Background: an optimization exercise with open tools, aiming at small area. Do not read the settings as production practice. For this run, only the layout was checked, not whether the RTL still works. Power figures rest on the tool's default switching activity, not on a simulated workload.

==> flow/design.v <==
module seg7 (bcd, pattern);
	input logic [3:0] bcd;
	logic [6:0] leds;
	output logic [6:0] pattern;
	always_comb begin
		case (bcd)
			3'b000: leds = 7'b0111111;  
			3'b010: leds = 7'b0000110;  
			3'b100: leds = 7'b1011011;  
			3'b110: leds = 7'b1001111;  
			default: leds = 7'b0000000;
		endcase
	end
	assign pattern= ~leds;
endmodule
module User_Input(out, clk, reset, button);
	input logic button;
	logic button0, buttonF;
	input logic clk, reset;
	output logic out;
	enum{off, on} ps,ns;
		always_comb begin
			case(ps)
				on : if(buttonF)
					ns = on;
				 else
					ns = off;
				off: if (buttonF)
						ns = on;
					 else
						ns = off;
				default: ns = off;
			endcase
		end
		always_ff @(posedge clk) begin  
		 if (reset)  
			  ps <= off;  
		 else  
			  ps <= ns;  
	end
	always_ff @(posedge clk) begin 
		if(reset) begin
			buttonF<=0;
			button0<=0;
		end else begin
			buttonF<=button0;
			button0<=button;
			end
	end
	assign out = (ps==on & ns==off); 
endmodule
module CarController(clk, reset, difficulty, lane1, lane2, lane3, lane4, lane5, lane6, lane7, lane10, lane11, lane12, lane13, lane14, lane15);
	input  logic clk;
	input  logic reset;
	input  logic [1:0]  difficulty;
	output logic [15:0] lane1, lane2, lane3, lane4, lane5;
	output logic [15:0] lane6, lane7, lane10, lane11, lane12;
	output logic [15:0] lane13, lane14, lane15;
    logic [15:0] lane1_reg,  lane2_reg,  lane3_reg,  lane4_reg;
    logic [15:0] lane5_reg,  lane6_reg,  lane7_reg;
    logic [15:0] lane10_reg, lane11_reg, lane12_reg, lane13_reg, lane14_reg, lane15_reg;
	 logic [15:0] slowCount;
    logic [15:0] SHIFT_INTERVAL;
	 always_comb begin
         case (difficulty)
            2'b00: SHIFT_INTERVAL = 16'd1000;  
            2'b01: SHIFT_INTERVAL = 16'd500;   
            2'b10: SHIFT_INTERVAL = 16'd200;   
            2'b11: SHIFT_INTERVAL = 16'd100;
        endcase
    end
    always_ff @(posedge clk) begin
        if (reset) begin
            lane1_reg  <= 16'b0000_0000_0000_1000;
            lane2_reg  <= 16'b0000_0000_1000_0000;
            lane3_reg  <= 16'b1000_0000_0000_0000;
            lane4_reg  <= 16'b0000_0000_0000_0000;
            lane5_reg  <= 16'b0000_1000_0000_0000;
            lane6_reg  <= 16'b0001_0000_0001_0001;
            lane7_reg  <= 16'b1000_0000_0000_0001;
            lane10_reg <= 16'b0000_0000_0000_0000;
            lane11_reg <= 16'b0000_0000_0000_0001;
            lane12_reg <= 16'b1000_0000_0000_0001;
            lane13_reg <= 16'b1000_0000_0000_0001;
            lane14_reg <= 16'b1000_0000_0000_0001;
            lane15_reg <= 16'b0000_0000_0000_0000;
				slowCount <= 16'd0;
        end
        else begin
				slowCount <= slowCount + 1'b1;
				if (slowCount >= SHIFT_INTERVAL) begin
					slowCount <= 16'd0;
						lane1_reg  <= {lane1_reg [14:0],  lane1_reg [15]};
						lane2_reg  <= {lane2_reg [14:0],  lane2_reg [15]};
						lane3_reg  <= {lane3_reg [14:0],  lane3_reg [15]};
						lane4_reg  <= {lane4_reg [14:0],  lane4_reg [15]};
						lane5_reg  <= {lane5_reg [14:0],  lane5_reg [15]};
						lane6_reg  <= {lane6_reg [14:0],  lane6_reg [15]};
						lane7_reg  <= {lane7_reg [14:0],  lane7_reg [15]};
						lane10_reg <= {lane10_reg[14:0], lane10_reg[15]};
						lane11_reg <= {lane11_reg[14:0], lane11_reg[15]};
						lane12_reg <= {lane12_reg[14:0], lane12_reg[15]};
						lane13_reg <= {lane13_reg[14:0], lane13_reg[15]};
						lane14_reg <= {lane14_reg[14:0], lane14_reg[15]};
						lane15_reg <= {lane15_reg[14:0], lane15_reg[15]};
				end
        end
    end
    assign lane1  = lane1_reg;
    assign lane2  = lane2_reg;
    assign lane3  = lane3_reg;
    assign lane4  = lane4_reg;
    assign lane5  = lane5_reg;
    assign lane6  = lane6_reg;
    assign lane7  = lane7_reg;
    assign lane10 = lane10_reg;
    assign lane11 = lane11_reg;
    assign lane12 = lane12_reg;
    assign lane13 = lane13_reg;
    assign lane14 = lane14_reg;
    assign lane15 = lane15_reg;
endmodule
module VictoryCounter(clk, reset, frogAtBottom, Midreset, scoreSeg);
	input  logic clk;
	input  logic reset;
	input  logic frogAtBottom;
	output logic Midreset;
	output logic [6:0] scoreSeg;
   enum { ST_OFF, ST_WIN } ps, ns;
    logic [3:0] score;
    seg7 winR(.bcd(score), .pattern(scoreSeg));
    always_comb begin
        ns = ps;
        case (ps)
            ST_OFF: begin
                if (frogAtBottom)
                    ns = ST_WIN;
            end
            ST_WIN: begin
                ns = ST_OFF;
            end
        endcase
    end
    always_ff @(posedge clk) begin
        if (reset) begin
            ps <= ST_OFF;
            score <= 3'd0;
            Midreset <= 1'b0;
        end
        else if (Midreset) begin
            ps <= ST_OFF;
            Midreset <= 1'b0;
				score <= score;
        end
        else begin
            ps <= ns;
        end
        if (ps == ST_OFF && ns == ST_WIN) begin
            score <= score + 1;
        end
        if (ps == ST_WIN)
            Midreset <= 1'b1;
        else
            Midreset <= 1'b0;
    end
endmodule
module FroggerGame (clk, reset, moveUp, moveDown, moveLeft, moveRight, difficulty, RedPixels, GrnPixels, HEX0);	 
	 input  logic clk;
    input  logic reset;
    input  logic moveUp;
    input  logic moveDown;
    input  logic moveLeft;
    input  logic moveRight;
	 input  logic [1:0] difficulty;
    output logic [15:0][15:0] RedPixels;
    output logic [15:0][15:0] GrnPixels;
	 output logic [6:0] HEX0;
    logic [15:0] lane1, lane2, lane3, lane4;
    logic [15:0] lane5, lane6, lane7;
    logic [15:0] lane10, lane11, lane12, lane13, lane14, lane15_reg;
    CarController carGen(
        .clk     (clk),
        .reset   (reset),
		  .difficulty (difficulty),
        .lane1   (lane1),
        .lane2   (lane2),
        .lane3   (lane3),
        .lane4   (lane4),
        .lane5   (lane5),
        .lane6   (lane6),
        .lane7   (lane7),
        .lane10  (lane10),
        .lane11  (lane11),
        .lane12  (lane12),
        .lane13  (lane13),
        .lane14  (lane14),
        .lane15  (lane15_reg)
    );
    logic Midreset;
    logic frogAtBottom;
    VictoryCounter vmod (.clk , .reset, .frogAtBottom, .Midreset, .scoreSeg (HEX0));
    logic [3:0] frogRow, frogCol;
    always_ff @(posedge clk) begin
        if (reset) begin
            frogRow <= 4'd0;
            frogCol <= 4'd7;  
        end
        else if (Midreset) begin
            frogRow <= 4'd0;
            frogCol <= 4'd7;
        end
        else begin
            if (moveUp    && frogRow > 4'd0)   frogRow <= frogRow - 4'd1;
            if (moveDown  && frogRow < 4'd15)  frogRow <= frogRow + 4'd1;
            if (moveLeft  && frogCol > 4'd0)   frogCol <= frogCol - 4'd1;
            if (moveRight && frogCol < 4'd15)  frogCol <= frogCol + 4'd1;
            case (frogRow)
                4'd1 :  if (lane1[frogCol])  begin frogRow<=4'd0; frogCol<=4'd7; end
                4'd2 :  if (lane2[frogCol])  begin frogRow<=4'd0; frogCol<=4'd7; end
                4'd3 :  if (lane3[frogCol])  begin frogRow<=4'd0; frogCol<=4'd7; end
                4'd4 :  if (lane4[frogCol])  begin frogRow<=4'd0; frogCol<=4'd7; end
                4'd5 :  if (lane5[frogCol])  begin frogRow<=4'd0; frogCol<=4'd7; end
                4'd6 :  if (lane6[frogCol])  begin frogRow<=4'd0; frogCol<=4'd7; end
                4'd7 :  if (lane7[frogCol])  begin frogRow<=4'd0; frogCol<=4'd7; end
                4'd10: if (lane10[frogCol]) begin frogRow<=4'd0; frogCol<=4'd7; end
                4'd11: if (lane11[frogCol]) begin frogRow<=4'd0; frogCol<=4'd7; end
                4'd12: if (lane12[frogCol]) begin frogRow<=4'd0; frogCol<=4'd7; end
                4'd13: if (lane13[frogCol]) begin frogRow<=4'd0; frogCol<=4'd7; end
                4'd14: if (lane14[frogCol]) begin frogRow<=4'd0; frogCol<=4'd7; end
                4'd15: if (lane15_reg[frogCol]) begin frogRow<=4'd0; frogCol<=4'd7; end
            endcase
        end
    end
    assign frogAtBottom = (frogRow == 4'd15);
    always_comb begin
        RedPixels = '0;
        GrnPixels = '0;
        RedPixels[1]  = lane1;
        RedPixels[2]  = lane2;
        RedPixels[3]  = lane3;
        RedPixels[4]  = lane4;
        RedPixels[5]  = lane5;
        RedPixels[6]  = lane6;
        RedPixels[7]  = lane7;
        RedPixels[10] = lane10;
        RedPixels[11] = lane11;
        RedPixels[12] = lane12;
        RedPixels[13] = lane13;
        RedPixels[14] = lane14;
        RedPixels[15] = lane15_reg;
        GrnPixels[frogRow][frogCol] = 1'b1;
    end
endmodule
module LEDDriver #(parameter FREQDIV = 0) (GPIO_1, RedPixels, GrnPixels, EnableCount, CLK, RST);
    output logic [35:0] GPIO_1;
    input logic [15:0][15:0] RedPixels ;
    input logic [15:0][15:0] GrnPixels ;
    input logic EnableCount, CLK, RST;
    reg [(FREQDIV + 3):0] Counter;
    logic [3:0] RowSelect;
    assign RowSelect = Counter[(FREQDIV + 3):FREQDIV];
    always_ff @(posedge CLK)
    begin
        if(RST) Counter <= 'b0;
        else if(EnableCount) Counter <= Counter + 1'b1;
    end
    assign GPIO_1[35:32] = RowSelect;
    assign GPIO_1[31:16] = { GrnPixels[RowSelect][0], GrnPixels[RowSelect][1], GrnPixels[RowSelect][2], GrnPixels[RowSelect][3], GrnPixels[RowSelect][4], GrnPixels[RowSelect][5], GrnPixels[RowSelect][6], GrnPixels[RowSelect][7], GrnPixels[RowSelect][8], GrnPixels[RowSelect][9], GrnPixels[RowSelect][10], GrnPixels[RowSelect][11], GrnPixels[RowSelect][12], GrnPixels[RowSelect][13], GrnPixels[RowSelect][14], GrnPixels[RowSelect][15] };
    assign GPIO_1[15:0] = { RedPixels[RowSelect][0], RedPixels[RowSelect][1], RedPixels[RowSelect][2], RedPixels[RowSelect][3], RedPixels[RowSelect][4], RedPixels[RowSelect][5], RedPixels[RowSelect][6], RedPixels[RowSelect][7], RedPixels[RowSelect][8], RedPixels[RowSelect][9], RedPixels[RowSelect][10], RedPixels[RowSelect][11], RedPixels[RowSelect][12], RedPixels[RowSelect][13], RedPixels[RowSelect][14], RedPixels[RowSelect][15] };
endmodule
module DE1_SoC (CLOCK_50, reset, HEX0, KEY, SW, GPIO_1); 
	input logic CLOCK_50;
	input logic reset;
	output logic [6:0] HEX0;
	input logic [3:0] KEY;
	input logic [1:0] SW;
	output logic [35:0] GPIO_1;
    logic system_clk;
    assign system_clk = CLOCK_50;
	 logic [1:0] difficulty;
    assign difficulty = SW[1:0];
	 logic upPulse, downPulse, leftPulse, rightPulse;
    User_Input up_in (.clk(system_clk), .reset(reset), .button(~KEY[1]), .out(upPulse));
    User_Input down_in (.clk(system_clk), .reset(reset), .button(~KEY[2]), .out(downPulse));
    User_Input left_in (.clk(system_clk), .reset(reset), .button(~KEY[0]), .out(leftPulse));
    User_Input right_in (.clk(system_clk), .reset(reset), .button(~KEY[3]), .out(rightPulse));
    logic [15:0][15:0] RedPixels, GrnPixels;
    FroggerGame game_inst (
        .clk         (system_clk),
        .reset       (reset),
        .moveUp      (upPulse),
        .moveDown    (downPulse),
        .moveLeft    (leftPulse),
        .moveRight   (rightPulse),
		  .difficulty  (difficulty),
        .RedPixels   (RedPixels),
        .GrnPixels   (GrnPixels),
        .HEX0        (HEX0)
    );
	 LEDDriver #(.FREQDIV(0)) driver_inst (
        .CLK         (system_clk),
        .RST         (reset),
        .EnableCount (1'b1),
        .RedPixels   (RedPixels),
        .GrnPixels   (GrnPixels),
        .GPIO_1      (GPIO_1)
    );
endmodule
==> flow/run.sh <==
#!/bin/bash
# synth_recipe.tcl (not shown) runs the flow's synth.tcl, then flattens the netlist and writes it again
# the make line also repeats each setting of config.mk as NAME=value (left out here)
make -C /OpenROAD-flow-scripts/flow DESIGN_CONFIG=/design/flow/config.mk WORK_HOME=/design/flow/orfs CLKGATE_MAP_FILE= SYNTH_SCRIPT=/design/flow/synth_recipe.tcl finish
==> flow/constraint.sdc <==
create_clock -name core_clock -period 8.0 [get_ports {CLOCK_50}]
set_input_delay 1.6000 -clock core_clock [delete_from_list [all_inputs] [get_ports {CLOCK_50}]]
set_output_delay 1.6000 -clock core_clock [all_outputs]
set_load 0.01 [all_outputs]
==> flow/config.mk <==
export PLATFORM = sky130hd
export DESIGN_NAME = DE1_SoC
export DESIGN_NICKNAME = DE1_SoC
export VERILOG_FILES = /design/flow/design.v
export SDC_FILE = /design/flow/constraint.sdc
export NUM_CORES = 4
export LEC_CHECK = 0
export CAP_MARGIN = 20
export CORE_MARGIN = 2
export CORE_UTILIZATION = 40
export PLACE_DENSITY = 0.6
export SLEW_MARGIN = 20
==> summary.txt <==
[metrics by stage]
stage | hold WS (ns) | instance area (um2) | power [mW] | util [%] | setup slack [ns]
after floorplan | 0.4138 | 14730 | 1.766 | - | 3.562
after global placement | 0.4343 | 15390 | 1.849 | 42.25 | 2.727
after detailed placement | 0.4308 | 15400 | 1.854 | 42.26 | 2.688
after CTS | 0.4406 | 16550 | 3.443 | 45.43 | 2.118
after global routing | 0.4691 | 16550 | 3.535 | 45.43 | 1.782
final | 0.4381 | 16550 | 3.418 | 45.43 | 2.111
[cells in the final DEF (no fill, tap or decap), types with 7 or more instances in the layout]
master	n
or3_1	7
nor4_1	12
nand2b_1	12
nor2b_1	14
ha_1	21
buf_4	13
inv_1	20
dfxtp_1	277
o311ai_0	16
o21ai_0	7
nor3_1	15
and3_1	10
mux4_1	14
clkbuf_16	35
nor2_1	75
xnor2_1	15
mux2i_1	33
a21oi_1	212
clkbuf_8	9
and2_1	41
nand3_1	16
xor2_1	11
clkdlybuf4s50_1	49
mux2_2	54
nand2_1	488
mux4_2	60
a22oi_1	27
nand3b_1	17
[critical path, cell delays in order, from the launching register on]
cell and delay, ns:
dfxtp_1 0.31, buf_4 0.25, or4_4 0.60, nor2_4 0.12, nand2_1 0.08, nor2_1 0.10
ha_1 0.30, xor2_1 0.22, inv_1 0.08, a2111oi_0 0.38, nand4b_1 0.25, or3_1 0.41
nor2_1 0.13, clkdlybuf4s50_1 0.55
[cell families (layout without fill, tap and decap cells)]
| logic type | count (synthesis) | after routing | share of synthesized area, % |
|---|---|---|---|
| simple gates | 736 | 736 | 22.01 |
| flops | 285 | 285 | 39.03 |
| fa+ha+maj | 21 | 21 | 1.785 |
| buf+inv | 151 | 144 | 4.590 |
| xor+xnor | 27 | 27 | 1.700 |
| mux | 162 | 162 | 18.13 |
| compound gates | 312 | 312 | 12.73 |
| other cells | 1 | 5 | 0.02548 |
[layer usage]
metal	vias to the layer above	part of all wire [%]	GRT usage, %
li1	5858	-	-
met1	5920	46	30.61
met2	411	46	32.92
met3	67	6.0	2.510
met4	0	2.5	6.004
met5	-	0	0
[power by group through the flow]
stage / Clock [mW] / Combinational (mW) / Sequential (mW)
finish: 1.59 / 0.334 / 1.49
global route: 1.68 / 0.358 / 1.50
CTS: 1.62 / 0.332 / 1.49
detailed placement: 0 / 0.330 / 1.52
global placement: 0 / 0.326 / 1.52
floorplan: 0 / 0.269 / 1.50
[worst paths after layout]
kind                                   start                              end  slack, ns  cells after the start
max          game_inst.frogCol[0]$_SDFF_PP1_                       GPIO_1[27]       2.11                     13
min              right_in.button0$_SDFF_PP0_      right_in.buttonF$_SDFF_PP0_       0.44                      1
max reg2reg  game_inst.frogCol[1]$_SDFF_PP1_  game_inst.frogCol[1]$_SDFF_PP1_       4.31                      8
min reg2reg      right_in.button0$_SDFF_PP0_      right_in.buttonF$_SDFF_PP0_       0.44                      1
[area by class of cell]
class                      instances  area, um2  area share, %
tap                              468      585.6          3.538
multi-input combinational       1263       8342          50.40
timing repair buffer              65      639.4          3.863
clock inverter                    11      138.9         0.8391
clock buffer                      48       1015          6.131
sequential                       285       5756          34.77
inverter                          20      75.07         0.4536
==> summary.txt <==
post-DP HPWL 26730 um; TritonCTS Sinks 285; pin count of the biggest net entering global routing 210; DRT iter0 DRCs 1245; Synth Flop Type dfxtp_1; max reg flops 32; critical path start-end classification flop to output port; CP Max Fanout 33; CTS tree done; Die Ht 195.8 um; critical path required time 6.40 ns; Most flops, register game_inst.vmod.ps; Post-DRT Antenna Nets 0; status timing/DRC/antenna clean; drt first pass iters 5; routability cong. 0.8700; share of layout cells above drive strength 1 12.23%; pwr dens 206.5 mW/mm2; Syn Inst Count 1695; count leader, synth nand2_1; Layout Cells excl Fill 2160; vias 12260; # H-tree levels 2; Inst Count DP 2101; hold_buf cts 0; # fillers 3468; Synth-to-Final Area Change 12.44%; final clock skew 0.01974 ns; CTS-repair resized insts 0; switching power 0.8476 mW; die width 195.8 um; drt drc 0; Sw Share 24.80%; crit end category output port; initial core utilization 40.40%; Yosys top cell area share 38.22%; Clock Latency Late Sink 0.52 ns; crit path DAT 4.29 ns; Synth area leader dfxtp_1; Max Freq 0.1698 GHz; Post CTS Setup Buffer Count 0; Max Slew Vio Count 0; synth cell count leaders 488 x nand2_1, 281 x dfxtp_1, 212 x a21oi_1; clock share of power 46.5%; Logic pwr share 9.8%; ranking of synthesized cells by area dfxtp_1 38%, nand2_1 12%, mux4_2 9.2%; Rel. slew slack 32.95%; Syn Area/Cell 8.684 um2; Synth Warn # 6; clk root buf clkbuf_16; routed wire length 41040 um; die area 0.03835 mm2; Syn Std Cell Area 0.01472 mm2; Final min period 5.889 ns; worst min-delay path category flop to flop; all-layer global routing usage 21.04%; Int Power 2.571 mW; clock transition at the registers of the reported paths 0.06 ns; Yosys reg bits 285; maximum VDD drop 0.0001234 V; CTS Buf Count 34; initial antenna violation count 0; Core Region 0.03643 mm2; diode count 0; critical path launch point type flop; endpoints failing hold 0; Max-Cap Viols 0; P_leak 5.886 nW; FP Rows 70; worst slew pin tran 1.006 ns; vias in the first global route 11420; vias per cell 5.674; grt ovf 0; Seq pwr share 43.7%; final worst path period share 73.61%; number of synthesized flops with an enable pin 4; first-pass GRT wire length 64960 um; routed len/inst 19.00 um; RSZ-0062 raised after global routing false; Async SR Flop Fraction 0%; Unique masters post-synth 75; Final #Nets 1698; Port Buf Inserts 50; Max clock buf depth 3; I/O Pins 51; final setup fails 0; Seq/Total Area, Yosys 39.03%; TNS Setup 0 ns

## separate check: timing with driven ports
How much do the figures lean on ideal ports? The routed layout below was timed once more, with nothing changed but the port constraints. Step 1 (the two cells are an assumption about what drives the block):
set clk [get_ports {CLOCK_50}]
set_driving_cell -lib_cell sky130_fd_sc_hd__clkbuf_16 $clk
set_driving_cell -lib_cell sky130_fd_sc_hd__buf_2 [delete_from_list [all_inputs] $clk]
Step 2 adds t to the input delays and takes it off the output delays; t is the mean of the earliest and latest rising clock arrival at the registers after step 1. Input paths then give back, and output paths get back, about the clock's delay inside the block. Three values: ideal, step 1, step 2; two values: the first two.
t, ns: 0.564
slack for setup (ns): 2.111 / 2.055 / 2.619
worst setup path after step 2: register to output
clock arrival spread, ns: 0.021 / 0.020
worst register clock-pin slew, ns: 0.06 / 0.06
After both steps setup and hold are still met in this run. The setup slack of this run moves by -0.056 ns with the drivers and by +0.508 ns with both steps.
